Source: an optimization exercise on an open RTL-to-GDS flow (aim: small area). Production flows keep margins and buffers that such runs may drop. Only simulation tests tie the RTL to the original design; equivalence was not proved. Power figures rest on the tool's default switching activity, not on a simulated workload.

Setup of oak:
## dma_probe
  ...
==> flow/config.mk <==
export PLATFORM = sky130hd
export DESIGN_NAME = dma_probe
export DESIGN_NICKNAME = dma_probe
export VERILOG_FILES = /design/flow/design.v
export SDC_FILE = /design/flow/constraint.sdc
export NUM_CORES = 4
export LEC_CHECK = 0
export CAP_MARGIN = 20
export CORE_AREA = 5 5 155 155
export DIE_AREA = 0 0 160 160
export SLEW_MARGIN = 20
==> flow/constraint.sdc <==
create_clock -name core_clock -period 5.0 [get_ports {ap_clk}]
set_input_delay 1.0000 -clock core_clock [delete_from_list [all_inputs] [get_ports {ap_clk}]]
set_output_delay 1.0000 -clock core_clock [all_outputs]
set_load 0.01 [all_outputs]
standard.sh (not shown) runs the stock make flow with config.mk's settings and CLKGATE_MAP_FILE= SYNTH_SCRIPT=/design/flow/synth_recipe.tcl, a recipe that flattens the netlist after the stock synthesis.
==> flow/flow/run.sh <==
#!/bin/bash
set -euo pipefail
export BUFFER_PORTS_ARGS="-buffer_cell sky130_fd_sc_hd__buf_1"
export CTS_ARGS="-sink_clustering_enable -repair_clock_nets -dont_use_dummy_load -sink_clustering_size 16 -sink_clustering_max_diameter 50 -buf_list sky130_fd_sc_hd__clkbuf_8"
bash standard.sh synth > synth.log 2>&1
bash standard.sh finish > layout.log 2>&1
oak | ERROR | I/O pin placement
#### Input delta (pine over oak)
Settings: a change of CORE_AREA from 5 5 155 155 to 5 5 245 245; a change of DIE_AREA from 0 0 160 160 to 0 0 250 250.
==> flow/flow/run.sh <==
#!/bin/bash
# The standard layout (standard.sh, standard synthesis unchanged) with two changes:
#  - global placement buffers every input and output port with the smallest buffer,
#    sky130_fd_sc_hd__buf_1, rather than the resizer's default pick;
#  - clock tree synthesis uses clkbuf_8 leaf clusters of at most 16 sinks within 50 um
#    and no dummy loads. The tree is still balanced for the registers it drives.
set -euo pipefail
export BUFFER_PORTS_ARGS="-buffer_cell sky130_fd_sc_hd__buf_1"
export CTS_ARGS="-sink_clustering_enable -repair_clock_nets -dont_use_dummy_load -sink_clustering_size 16 -sink_clustering_max_diameter 80 -buf_list sky130_fd_sc_hd__clkbuf_8"
bash standard.sh synth > synth.log 2>&1
bash standard.sh finish > layout.log 2>&1
Findings:
The flow did not stop early for pine: all stages ran, and the layout cleared the timing, design-rule and antenna checks.
Diff pine..oak | post-synthesis average cell area | negligible
Compared with oak, in pine vertical die dimension shows an increase of 56%, synthesized area shows no meaningful change, width of the die shows an increase of 90 um.
What birch does differently from pine at the input level:
Settings: a change of CORE_AREA from 5 5 245 245 to 5 5 175 175; a change of DIE_AREA from 0 0 250 250 to 0 0 180 180.
==> flow/flow/run.sh <==
#!/bin/bash
set -euo pipefail
export BUFFER_PORTS_ARGS="-buffer_cell sky130_fd_sc_hd__buf_1"
export CTS_ARGS="-sink_clustering_enable -repair_clock_nets -dont_use_dummy_load -sink_clustering_size 16 -sink_clustering_max_diameter 50 -buf_list sky130_fd_sc_hd__clkbuf_8"
bash standard.sh synth > synth.log 2>&1
bash standard.sh finish > layout.log 2>&1
--- outcome ---
The number of flops mapped to enable cells by yosys was comparable across pine and birch. Compared birch against pine; mux cell area share after synthesis within noise. Run status, birch: aborted in I/O pin placement, error PPL-0024. Every stage of the flow completed for pine, and the final layout passed the timing, design-rule and antenna checks. Post-synthesis compound-gate area fraction: birch vs pine identical. Summary: with pine as the reference, die outline height in birch moved down by more than a quarter. As far as area after synthesis goes, birch and pine are indistinguishable; the numbers are identical. Reported for pine and birch, synthesized cell count turned out identical to the last digit. Width of the die: birch vs pine down 70 um. From birch to pine, number of synthesized register bits did not move at all. pine → birch: adder-cell share of the synthesized area flat; starting utilization of the core area grew by 23 points. birch vs pine: number of standard-cell rows in the floorplan down by more than a quarter.
Modified inputs, maple compared to birch
Settings: CORE_AREA now 5 5 245 245, was 5 5 175 175; DIE_AREA now 0 0 250 250, was 0 0 180 180.
diff --git a/flow/flow/run.sh b/flow/flow/run.sh
--- a/flow/flow/run.sh
+++ b/flow/flow/run.sh
@@ -1,3 +1,8 @@
 #!/bin/bash
+# The standard layout (standard.sh, standard synthesis unchanged) with two changes:
+#  - global placement buffers every input and output port with the smallest buffer,
+#    sky130_fd_sc_hd__buf_1, rather than the resizer's default pick;
+#  - clock tree synthesis uses clkbuf_8 leaf clusters of at most 16 sinks within 50 um
+#    and no dummy loads. The tree is still balanced for the registers it drives.
 set -euo pipefail
 export BUFFER_PORTS_ARGS="-buffer_cell sky130_fd_sc_hd__buf_1"
==> notes.md <==
No stage failed in maple, and the final checks on the layout all came back clean. Delta (maple minus birch): synthesized cell count about even; count of standard-cell rows rose 26; area after synthesis about even; die span in x rose about 40%; arithmetic-cell share of the synthesized area counting full adders, half adders and majority gates about even. [compare] base=birch new=maple: height of the die saw an increase; effective utilization at floorplan saw a decrease.

========
== run 1 ==
dma_probe again, from the RTL that the note above started with.
export LEC_CHECK = 0
export CAP_MARGIN = 20
export CORE_AREA = 5 5 245 245
export DIE_AREA = 0 0 250 250
export GPL_TIMING_DRIVEN = 0
export SLEW_MARGIN = 20
create_clock -name core_clock -period 5.0 [get_ports {ap_clk}]
==> flow/flow/run.sh <==
#!/bin/bash
# The standard layout (standard.sh, standard synthesis unchanged) with two changes:
#  - global placement buffers every input and output port with the smallest buffer,
#    sky130_fd_sc_hd__buf_1, rather than the resizer's default pick;
#  - clock tree synthesis uses clkbuf_8 leaf clusters of at most 16 sinks within 50 um
#    and no dummy loads. The tree is still balanced for the registers it drives.
set -euo pipefail
export BUFFER_PORTS_ARGS="-buffer_cell sky130_fd_sc_hd__buf_1"
export CTS_ARGS="-sink_clustering_enable -repair_clock_nets -dont_use_dummy_load -sink_clustering_size 16 -sink_clustering_max_diameter 50 -buf_list sky130_fd_sc_hd__clkbuf_8"
bash standard.sh synth > synth.log 2>&1
bash standard.sh finish > layout.log 2>&1
Run 1 reached the end of the flow, and the finished layout is clean on the timing, design-rule and antenna checks.
Relative to run 1, the following input files were edited for run 2:
- GPL_TIMING_DRIVEN removed (was 0)
diff --git a/flow/flow/run.sh b/flow/flow/run.sh
--- a/flow/flow/run.sh
+++ b/flow/flow/run.sh
@@ -8,3 +8,3 @@
 export BUFFER_PORTS_ARGS="-buffer_cell sky130_fd_sc_hd__buf_1"
-export CTS_ARGS="-sink_clustering_enable -repair_clock_nets -dont_use_dummy_load -sink_clustering_size 16 -sink_clustering_max_diameter 50 -buf_list sky130_fd_sc_hd__clkbuf_8"
+export CTS_ARGS="-sink_clustering_enable -repair_clock_nets -dont_use_dummy_load -sink_clustering_size 10 -sink_clustering_max_diameter 40 -buf_list {sky130_fd_sc_hd__clkbuf_4 sky130_fd_sc_hd__clkbuf_8}"
 bash standard.sh synth > synth.log 2>&1
Results
- On routed wire length: between run 1 and run 2, it ends up lower for run 2.
- Against run 1, run 2 reports a clock period minus final worst setup slack that is lower.
- Run 2 vs. run 1: maximum cell stage delay along the critical path shrank by 0.14 ns, detailed router's first-iteration violation count shrank by 105, worst-case hold slack grew by 0.14 ns.
- Run 2 gives less post-detailed-placement cell area than run 1 did.
- Run comparison: run 1 cell at the slowest stage of the critical path sky130_fd_sc_hd__clkbuf_1; run 2 cell at the slowest stage of the critical path sky130_fd_sc_hd__a2111oi_0
diff inputs: run 2 => run 3
==> flow/flow/run.sh <==
#!/bin/bash
set -euo pipefail
export BUFFER_PORTS_ARGS="-buffer_cell sky130_fd_sc_hd__buf_1"
export CTS_ARGS="-sink_clustering_enable -repair_clock_nets -dont_use_dummy_load -sink_clustering_size 28 -sink_clustering_max_diameter 80 -buf_list sky130_fd_sc_hd__clkbuf_16"
bash standard.sh synth > synth.log 2>&1
bash standard.sh finish > layout.log 2>&1
### Flow results
- Summary of run 3 over run 2: H-tree depth saw a decrease; clock distribution power decreased by about 17% relative to the old numbers; count of clock buffers in the final design down 44; ratio of final minimum period to clock period moved down; power moved down.
- Going from run 2 to run 3, the final core utilization was found to have gone down by 0.55 points.
- The total number of vias number comes out lower for run 3 vs run 2.
Changes in run 4 relative to run 3:
==> flow/flow/run.sh <==
#!/bin/bash
# Standard ORFS layout (the standard.sh, unchanged synthesis), except that the
# port buffers that global placement inserts on every input and output use the
# smallest buffer, sky130_fd_sc_hd__buf_1, instead of the resizer's default choice.
set -euo pipefail
export BUFFER_PORTS_ARGS="-buffer_cell sky130_fd_sc_hd__buf_1"
bash standard.sh synth > synth.log 2>&1
bash standard.sh finish > layout.log 2>&1
## What came out
Delta (run 4 minus run 3): pre-CTS setup slack level, final critical-path share of the clock period down 1.1 points, mean cell area of the mapped netlist level. Lower sequential fraction of total cell area was reported by run 4, not run 3. Run 4 ends up with a share of post-route cells with drive strength above 1 that is 2.8 points higher than in run 3.
[inputs] run 5 vs run 4
- changing CAP_MARGIN from 20 to 0
- changing SLEW_MARGIN from 20 to 0
==> flow/flow/run.sh <==
#!/bin/bash
# The standard layout (standard.sh, standard synthesis unchanged) with two changes:
#  - global placement buffers every input and output port with the smallest buffer,
#    sky130_fd_sc_hd__buf_1, rather than the resizer's default pick;
#  - clock tree synthesis uses clkbuf_8 leaf clusters of at most 16 sinks within 50 um
#    and no dummy loads. The tree is still balanced for the registers it drives.
set -euo pipefail
export BUFFER_PORTS_ARGS="-buffer_cell sky130_fd_sc_hd__buf_1"
export CTS_ARGS="-sink_clustering_enable -repair_clock_nets -dont_use_dummy_load -sink_clustering_size 16 -sink_clustering_max_diameter 50 -buf_list sky130_fd_sc_hd__clkbuf_8"
bash standard.sh synth > synth.log 2>&1
bash standard.sh finish > layout.log 2>&1
## What came out
Measured against run 5, the iteration-0 DRC count of the detailed router of run 4 comes out at 1.14 times the reference value. Via count normalized by instance count went up slightly going from run 4 to run 5. In the flow results for run 4 and run 5, the clock-buffer cell count is smaller on run 5. In run 5, the sequential share of layout area came out 2.8 points above the value in run 4. Between run 4 and run 5, final hold slack is higher for run 4, run 5 comes in under that. Final worst setup slack delta (run 5 − run 4): unfavourable. Worst relative slew slack: run 5 better than run 4.

## what the ideal ports hide
How much do the figures lean on ideal ports? The routed layouts below were timed once more, with nothing changed but the port constraints.
Step 1 sets driving cells, clkbuf_16 on the clock port and buf_2 on the other inputs (assumed; they add their load-dependent delay and slew).
Step 2 moves the port delays by t, midway between the first and last clock arrival at a register: inputs arrive t later, outputs are due t later. That takes back most of the time a late clock gives input paths.
Three values: ideal ports, drivers, drivers and shift; two values: the first two.
run	shift t [ns]	setup WS [ns]	worst register clock-pin slew, ns	cell pins on the clock port's net
pine	0.631	1.863 / 1.863 / 1.792	0.11 / 0.11	1
maple	0.645	1.875 / 1.875 / 1.816	0.10 / 0.10	1
run 1	0.665	1.356 / 1.385 / 0.720	0.10 / 0.10	1
run 2	0.655	1.799 / 1.799 / 1.764	0.07 / 0.07	1
run 3	0.624	1.828 / 1.828 / 1.812	0.11 / 0.11	1
run 4	0.623	1.882 / 1.882 / 1.750	0.07 / 0.07	1
run 5	0.645	1.875 / 1.875 / 1.816	0.10 / 0.10	1
After both steps every run listed still meets setup and hold. For run 1, which loses most, drivers alone change the setup slack by +0.029 ns; drivers and shift together by -0.636 ns.
